Context: an optimization exercise on an open-source flow, tuned for small area. The choices shown serve that exercise and are no tape-out recipe. Only simulation tests tie the RTL to the original design; equivalence was not proved.

==> design/flow/design.v <==
`timescale 1ns / 1ps
module draw_line(clk, rst_n, wea, x, y, m, b, dir, range, index_rd, line_x, line_y, finish);
input             clk, rst_n;
input             wea;
input      [31:0] x, y, m, b, dir, range;
input      [31:0] index_rd;
output     [31:0] line_x, line_y;
output     reg finish;
reg        [31:0] cnt, cnt_upd;
reg        [31:0] x_reg, m_reg, b_reg;
reg               inc, dec;
reg        [4:0]  idx;
always @(posedge clk or negedge rst_n) begin
    if (!rst_n) begin
        cnt     <= 32'd0;
        cnt_upd <= 32'd0;
        finish  <= 1'b0;
    end else begin
        cnt     <= (cnt < range) ? cnt_upd + 32'd1 : cnt_upd;
        cnt_upd <= cnt;
        finish  <= !(cnt < range);
    end
end
always @(posedge clk) begin
    if (wea && !rst_n) begin
        x_reg <= x;
        m_reg <= m;
        b_reg <= b;
        dec   <= (dir == 32'd0);
        inc   <= (dir == 32'd1);
    end
end
always @(posedge clk)
    idx <= index_rd[4:0];
assign line_x = dec ? x_reg - {27'd0, idx} :
                inc ? x_reg + {27'd0, idx} : x_reg;
assign line_y = m_reg * line_x + b_reg;
endmodule
==> design/flow/run.sh <==
#!/bin/bash
# synth_recipe.tcl (not shown) runs the flow's synth.tcl, then flattens the netlist and writes it again
# the make line also repeats each setting of config.mk as NAME=value (left out here)
make -C /OpenROAD-flow-scripts/flow DESIGN_CONFIG=/design/flow/config.mk WORK_HOME=/design/flow/orfs CLKGATE_MAP_FILE= SYNTH_SCRIPT=/design/flow/synth_recipe.tcl finish
==> design/flow/config.mk <==
export PLATFORM = sky130hd
export DESIGN_NAME = draw_line
export DESIGN_NICKNAME = draw_line
export VERILOG_FILES = /design/flow/design.v
export SDC_FILE = /design/flow/constraint.sdc
export NUM_CORES = 4
export LEC_CHECK = 0
export CAP_MARGIN = 20
export CORE_MARGIN = 2
export CORE_UTILIZATION = 40
export SLEW_MARGIN = 20
==> design/flow/constraint.sdc <==
create_clock -name core_clock -period 14.0 [get_ports {clk}]
set_input_delay 2.8000 -clock core_clock [delete_from_list [all_inputs] [get_ports {clk}]]
set_output_delay 2.8000 -clock core_clock [all_outputs]
set_load 0.01 [all_outputs]
==> run notes, run 1 <==
Worst Path Required=11.20 ns; First-pass DRT Iterations=5; GPL Wtd Cong=0.858; routed length per instance=19.2 um; final setup fails=0; Max-cap violations=0; ys flop type=edfxtp_1; PortBufs=232; leading cell type in the layout, fill and taps excluded=inv_1; Setup Skew=0.0263 ns; RSZ-0062 raised after global routing=yes; global-route wire length before repair=105 mm; hold violation count in the final report=0; Final TNS setup=0 ns; crit-path max FO=12; DP Wirelength=53.9 mm; design area=28,200 sq um; drt total wl=65.9 mm; worst hold margin=0.374 ns; DP Area=27,500 sq um; Final #Nets=3,481; sequential fraction of the synthesis area=0.194; Synth Cell Area=24,000 sq um; Rows=89; number of synthesized flops with an enable pin=98; final design utilization=0.475; Ys Warns=1; largest net degree at the start of global routing=73; final period utilization=0.974; Bufs on Longest Clock Path=2; Avg Vias per Cell=5.06; Setup crit end kind=output pin; Worst Tran Pin Value=1.13 ns; crit path kind=reg -> out; CTS sink count=168; status=finished clean; cts hold-fix bufs=0; Final min period=13.63 ns; die height=249 um; number of global-route vias before repair=19.0k; Die Wd=249 um; Startpoint Class=flop; core area=59,200 sq um; Net Count, Synth=3,273; CP dominant cell by count=fa_1; TritonCTS buffer count=17; grt ovf=0; via count=17.4k; Hold Path Class=reg -> reg; CTS tree=done; commonest cells after routing, fill and taps aside=inv_1, fa_1, nand2_1, clkdlybuf4s50_1, and2_1; Mapped Cells=2,440; initial antenna violation count=3; DRC Markers=0; Slowest-stage cell, CP=clkdlybuf4s50_1; multi-input logic area=17,200 sq um; 1st-iter DRT viols=1,059; clock slew at reported path FFs=0.11 ns; die footprint=62,100 sq um; GRT Total Usage=0.220; area grow syn2layout=17.2%; worst-skew pair later-pin latency=0.51 ns; htree depth=4; Antenna Nets Post-Route=0; FMAX=73.4 MHz; crit path DAT=10.83 ns; initial core utilization=0.406; share of layout cells above drive strength 1=0.0458; crit-path max cell delay=0.58 ns; post-synthesis cell type count=72; async set-reset flop share out of synthesis=0.387; Top Ports=292; Max Transition Viols Final=0; #FFs+latches synth=168; Fill cells=5,673; CTS root buffer=clkbuf_16; FF/Latch Area=4670 sq um; Slew Limit Headroom=0.244; mean post-synth cell area=9.85 sq um
-- per-stage QoR --
step | setup slack, ns | std cells
floorplan | 2.25 | 2440
global placement | 0.720 | 3402
detailed placement | 0.626 | 3402
CTS | 0.0653 | 3434
global route | -0.0415 | 3434
finish | 0.369 | 3435
-- cell usage after synthesis (3+ instances only) --
| library cell | instances | area (sq um) |
|---|---|---|
| inv_1 | 531 | 1990 |
| fa_1 | 440 | 8810 |
| nand2_1 | 341 | 1280 |
| and2_1 | 205 | 1280 |
| ha_1 | 166 | 2080 |
| edfxtp_1 | 98 | 2940 |
| xnor2_1 | 89 | 780 |
| clkbuf_1 | 87 | 327 |
| dfrtp_1 | 65 | 1630 |
| nor2_1 | 55 | 206 |
| xor2_1 | 39 | 342 |
| a21oi_1 | 38 | 190 |
| a21o_1 | 27 | 203 |
| nor3_1 | 25 | 125 |
| nand3_1 | 24 | 120 |
| nor2b_1 | 17 | 106 |
| and3_1 | 14 | 87.6 |
| o21ai_0 | 14 | 70.1 |
| nand4_1 | 13 | 81.3 |
| nor4_1 | 13 | 81.3 |
| a31oi_1 | 9 | 56.3 |
| and4_1 | 8 | 70.1 |
| nand2b_1 | 8 | 50.1 |
| xnor3_1 | 8 | 180 |
| a211oi_1 | 7 | 52.6 |
| buf_1 | 6 | 22.5 |
| o21bai_1 | 6 | 45.0 |
| buf_2 | 5 | 25.0 |
| dfxtp_1 | 5 | 100 |
| o21a_1 | 5 | 37.5 |
| a41oi_1 | 4 | 35.0 |
| mux2i_1 | 4 | 40.0 |
| o2111ai_1 | 4 | 35.0 |
| or4_1 | 4 | 30.0 |
| a211o_1 | 3 | 26.3 |
| a32oi_1 | 3 | 26.3 |
| nor3b_1 | 3 | 22.5 |
| o211ai_1 | 3 | 22.5 |
| o31ai_1 | 3 | 22.5 |
-- what timing repair did --
action                     in CTS  in global routing
setup endpoints to repair       0                  3
buffers inserted                0                  0
resized for setup               0                  9
-- critical path, delay by kind of cell, from the launching register on --
family	cells	cell delay, ns
compound gates	2	0.70
flops	1	0.43
simple gates	2	0.45
mux	1	0.28
fa+ha+maj	9	4.30
xor+xnor	12	3.08
buf+inv	6	1.08
-- kinds of logic after synthesis --
| logic type | Yosys count | share of synthesized area |
|---|---|---|
| mux | 6 | 0.00260 |
| compound gates | 150 | 0.0434 |
| fa+ha+maj | 606 | 0.453 |
| simple gates | 742 | 0.152 |
| flops | 168 | 0.194 |
| buf+inv | 630 | 0.0990 |
| xor+xnor | 138 | 0.0555 |
-- final cells by class --
cell class	count	area share
antenna	1	0.0000888
tap	773	0.0343
sequential	168	0.166
clock inverter	15	0.00675
multi-input combinational	1642	0.610
inverter	531	0.0708
timing repair buffer	288	0.0972
clock buffer	17	0.0151
-- routing by layer --
metal | GRT usage | routed length, um
met1 | 0.293 | 28700
met2 | 0.374 | 32100
met5 | 0 | 24
met3 | 0.0393 | 3890
met4 | 0.0523 | 1200
-- final timing paths --
path / from / end / slack (ns) / cells after the start
worst min register to register: cnt[15] / cnt_upd[15] / 0.37 / 0
min in group asynchronous: rst_n / cnt[26] / 2.60 / 2
worst min-delay path: cnt[15] / cnt_upd[15] / 0.37 / 0
worst max-delay path: x_reg[2] / line_y[31] / 0.37 / 32
max in group asynchronous: rst_n / cnt_upd[4] / 10.86 / 2
worst max register to register: cnt[17] / cnt[13] / 10.75 / 12
==> inputs of run 2 (changes only) <==
==> design/flow/design.v (replaced) <==
`timescale 1ns / 1ps
module draw_line(clk, rst_n, wea, x, y, m, b, dir, range, index_rd, line_x, line_y, finish);
input             clk, rst_n;
input             wea;
input      [31:0] x, y, m, b, dir, range;
input      [31:0] index_rd;
output     [31:0] line_x, line_y;
output     reg finish;
reg        [31:0] cnt, cnt_upd;
reg        [31:0] x_reg, m_reg, acc;
reg               inc, dec;
reg        [4:0]  idx;
reg        [1:0]  ph;
always @(posedge clk or negedge rst_n) begin
    if (!rst_n) begin
        cnt     <= 32'd0;
        cnt_upd <= 32'd0;
        finish  <= 1'b0;
    end else begin
        cnt     <= (cnt < range) ? cnt_upd + 32'd1 : cnt_upd;
        cnt_upd <= cnt;
        finish  <= !(cnt < range);
    end
end
always @(posedge clk or negedge rst_n) begin
    if (!rst_n)
        ph <= 2'd0;
    else if (ph != 2'd2)
        ph <= ph + 2'd1;
end
wire        dec_in = (dir == 32'd0);
wire        inc_in = (dir == 32'd1);
wire [31:0] xs_in  = x - {27'd0, {5{dec_in}}};
wire s0   = !rst_n;                  
wire s1   = rst_n && ph == 2'd0;     
wire s2   = ph == 2'd1;              
wire rd   = !wea || ph == 2'd2;      
wire [4:0]  kk = inc ? idx : dec ? ~idx : 5'd0;
wire [31:0] mop = rd ? m_reg :
                  s0 ? m :
                  s1 ? {m[20:0], 11'd0} : {m[9:0], 22'd0};
wire [10:0] wop = rd ? {6'd0, kk} :
                  s0 ? xs_in[10:0] :
                  s1 ? xs_in[21:11] : {1'b0, xs_in[31:22]};
wire [31:0] aop = (rd || !s0) ? acc : b;
wire [31:0] mac = aop + mop * wop;
always @(posedge clk) begin
    if (wea && !rst_n) begin
        x_reg <= xs_in;
        m_reg <= m;
        dec   <= dec_in;
        inc   <= inc_in;
    end
    if (!rd)
        acc <= mac;
    idx <= index_rd[4:0];
end
assign line_x = x_reg + {27'd0, kk};
assign line_y = mac;
endmodule
==> run notes, run 2 <==
RSZ-0062 raised after global routing=yes; First-pass DRT Iterations=5 (unchanged); grt ovf=0 (unchanged); CP dominant cell by count=fa_1; die footprint=47,600 sq um (-23%); FF/Latch Area=4720 sq um (+1.1%); number of global-route vias before repair=16.3k (-15%); leading cell type in the layout, fill and taps excluded=inv_1; routed length per instance=18.2 um (-5.3%); final period utilization=1.01 (+0.0354); async set-reset flop share out of synthesis=0.394 (+0.00721); status=failed layout checks; Top Ports=292 (unchanged); Worst Tran Pin Value=0.963 ns (-0.165 ns); share of the synthesized area in the top cell type=0.274 (-0.0926); Hold Crit Depth=0 (unchanged); Setup Skew=0.0133 ns (-0.0130 ns); Die Wd=218 um (-12%); 1st-iter DRT viols=949 (-10%); ys flop type=edfxtp_1; Worst Path Required=11.20 ns (about the same); crit path DAT=11.33 ns (+0.50 ns); Avg Vias per Cell=5.05 (-0.32%); TritonCTS buffer count=17 (unchanged); initial antenna violation count=4 (+1); core area=45,300 sq um (-24%); Synth Cell Area=18,300 sq um (-24%); SO Viols=setup timing; Slowest-stage cell, CP=fa_1; Synth area leaders=fa_1, edfxtp_1, dfrtp_1; #FFs+latches synth=170 (+1.2%); worst hold margin=0.382 ns (+0.00864 ns); sequential fraction of the synthesis area=0.257 (+0.0630); GPL Wtd Cong=0.875 (+2.1%); commonest cells in the netlist=inv_1, nand2_1, fa_1; GRT Total Usage=0.237 (+0.0171); Slew Limit Headroom=0.358 (+0.114); cts hold-fix bufs=0 (unchanged); Antenna Nets Post-Route=0 (unchanged); clock slew at reported path FFs=0.07 ns (-0.04 ns); htree depth=4 (unchanged); Max-cap violations=0 (unchanged); Final min period=14.13 ns (+0.496 ns); mean post-synth cell area=9.56 sq um (-2.9%); Hold Crit Start=cnt[23]; CTS sink count=170 (+1.2%); commonest cells after routing, fill and taps aside=inv_1, nand2_1, buf_4, fa_1, clkdlybuf4s50_1; final design utilization=0.549 (+0.0731); FF-to-FF End=acc[31]; post-synthesis cell type count=65 (-9.7%); drt total wl=54.7 mm (-17%); Net Count, Synth=2,490 (-24%); post-synth top area cell=fa_1; DP Wirelength=43.5 mm (-19%); final setup margin=-0.128 ns (-0.496 ns); Final #Nets=2,969 (-15%); DRC Markers=0 (unchanged); Max Transition Viols Final=0 (unchanged); Startpoint Class=primary input; share of layout cells above drive strength 1=0.204 (+0.158); Setup crit end kind=output pin; most numerous cell in the Yosys netlist=inv_1; global-route wire length before repair=87.2 mm (-17%); final setup fails=2 (+2); worst-skew pair later-pin latency=0.47 ns (-0.04 ns); Mapped Cells=1,918 (-21%); crit-path max cell delay=0.57 ns (about the same); die height=218 um (-12%); largest net degree at the start of global routing=80 (+9.6%); initial core utilization=0.405 (-0.000635); PortBufs=232 (unchanged); Reg2Reg Depth=31 (+19); Ys Warns=1 (unchanged); Rows=78 (-12%); Critical R2R Launch=ph[0]; CTS tree=done; setup slack, reg-to-reg=5.99 ns (-4.76 ns); via count=15.2k (-13%); multi-input logic area=12,900 sq um (-25%); Bufs on Longest Clock Path=2 (unchanged); crit-path max FO=5 (-7); hold violation count in the final report=0 (unchanged); Fill cells=4,063 (-28%); Hold EP=cnt_upd[23]; FMAX=70.8 MHz (-3.5%); number of synthesized flops with an enable pin=98 (unchanged); crit path kind=in -> out; CTS root buffer=clkbuf_16; Hold Path Class=reg -> reg; area grow syn2layout=35.5%
[run 2: changes by cell type after synthesis, sizes merged, moves of 14 or more]
| cell | before | now |
|---|---|---|
| fa | 440 | 251 |
| and2 | 205 | 20 |
| inv | 531 | 349 |
| ha | 166 | 94 |
| nand2 | 341 | 286 |
| nor3 | 26 | 71 |
| mux2i | 4 | 47 |
| clkbuf | 87 | 48 |
| o21ai | 15 | 47 |
| nor2 | 55 | 73 |
| xnor2 | 91 | 73 |
| nor4 | 14 | 29 |
| xor2 | 39 | 53 |
[run 2: cells by family (layout without fill, tap and decap cells)]
family          after synthesis  in the layout  share of synthesized area
mux                          52             52                     0.0287
simple gates                613            613                      0.156
xor+xnor                    130            130                     0.0652
flops                       170            170                      0.257
other cells                   0              3                          0
buf+inv                     412            903                     0.0845
fa+ha+maj                   345            345                      0.338
compound gates              196            196                     0.0703
[run 2: timing repair]
item,CTS,global route
buffers inserted,37,17
gates cloned,1,0
gates resized for setup,159,125
pin swaps,62,35
endpoints found under the setup margin,21,21
[run 2: routing by layer]
layer	part of all wire	global-route usage
met1	0.44	0.321
met2	0.48	0.391
met3	0.054	0.0352
met4	0.027	0.0778
met5	0.00022	0
[run 2: layout make-up]
class,instances,share of cell area
Sequential cell,170,0.190
Multi-Input combinational cell,1336,0.519
Antenna cell,3,0.000302
Timing Repair Buffer,522,0.185
Clock inverter,14,0.00509
Inverter,350,0.0530
Clock buffer,17,0.0171
Tap cell,600,0.0302
[run 2: worst max-delay path: cells and delay by family]
family	cells	cell delay (ns)
adder cells (fa/ha/maj)	7	2.99
AND/OR/NAND/NOR	11	2.39
AO/OA/AOI/OAI	9	1.46
buffers and inverters	9	1.12
multiplexers	1	0.35
XOR/XNOR	1	0.19
[run 2: stage by stage]
| stage | cell area (sq um) | setup TNS, ns | std cells | worst slack, ns |
|---|---|---|---|---|
| after global placement | 23100 | -16.16 | 2925 | -1.44 |
| after global routing | 24800 | -1.99 | 3010 | -0.431 |
| after CTS | 24500 | -1.20 | 2994 | -0.426 |
| after detailed placement | 23100 | -17.14 | 2925 | -1.54 |
| final | 24800 | -0.165 | 3012 | -0.128 |
| after floorplan | 18300 | 0 | 1918 | 0.0263 |
[run 2: how the worst max path moves through the flow]
stage	startpoint	end	slack, ns	cells after the start
floorplan	dir[7]	line_y[31]	0.03	36
detailed placement	dir[31]	line_y[30]	-1.54	38
global placement	dir[31]	line_y[30]	-1.44	38
finish	dir[27]	line_y[31]	-0.13	38
CTS	dir[1]	line_y[30]	-0.43	38
global route	dir[27]	line_y[31]	-0.43	42

==> what the ideal ports hide <==
How much do the figures lean on ideal ports? The routed layouts below were timed once more, with nothing changed but the port constraints. Step 1 (the two cells are an assumption about what drives the block):
set clk [get_ports {clk}]
set_driving_cell -lib_cell sky130_fd_sc_hd__clkbuf_16 $clk
set_driving_cell -lib_cell sky130_fd_sc_hd__buf_2 [delete_from_list [all_inputs] $clk]
Step 2 moves the port delays by t, midway between the first and last clock arrival at a register: inputs arrive t later, outputs are due t later. That takes back most of the time a late clock gives input paths. a / b / c = ideal ports / drivers / drivers and shift; a / b = the first two.
run	t (ns)	setup WS [ns]	slew at the worst register clock pin (ns)
run 1	0.552	0.369 / 0.308 / 0.860	0.11 / 0.11
run 2	0.519	-0.128 / -0.150 / -0.150	0.08 / 0.08
The setup slack of run 2, which loses most, moves by -0.022 ns with the drivers and by -0.022 ns with both steps.
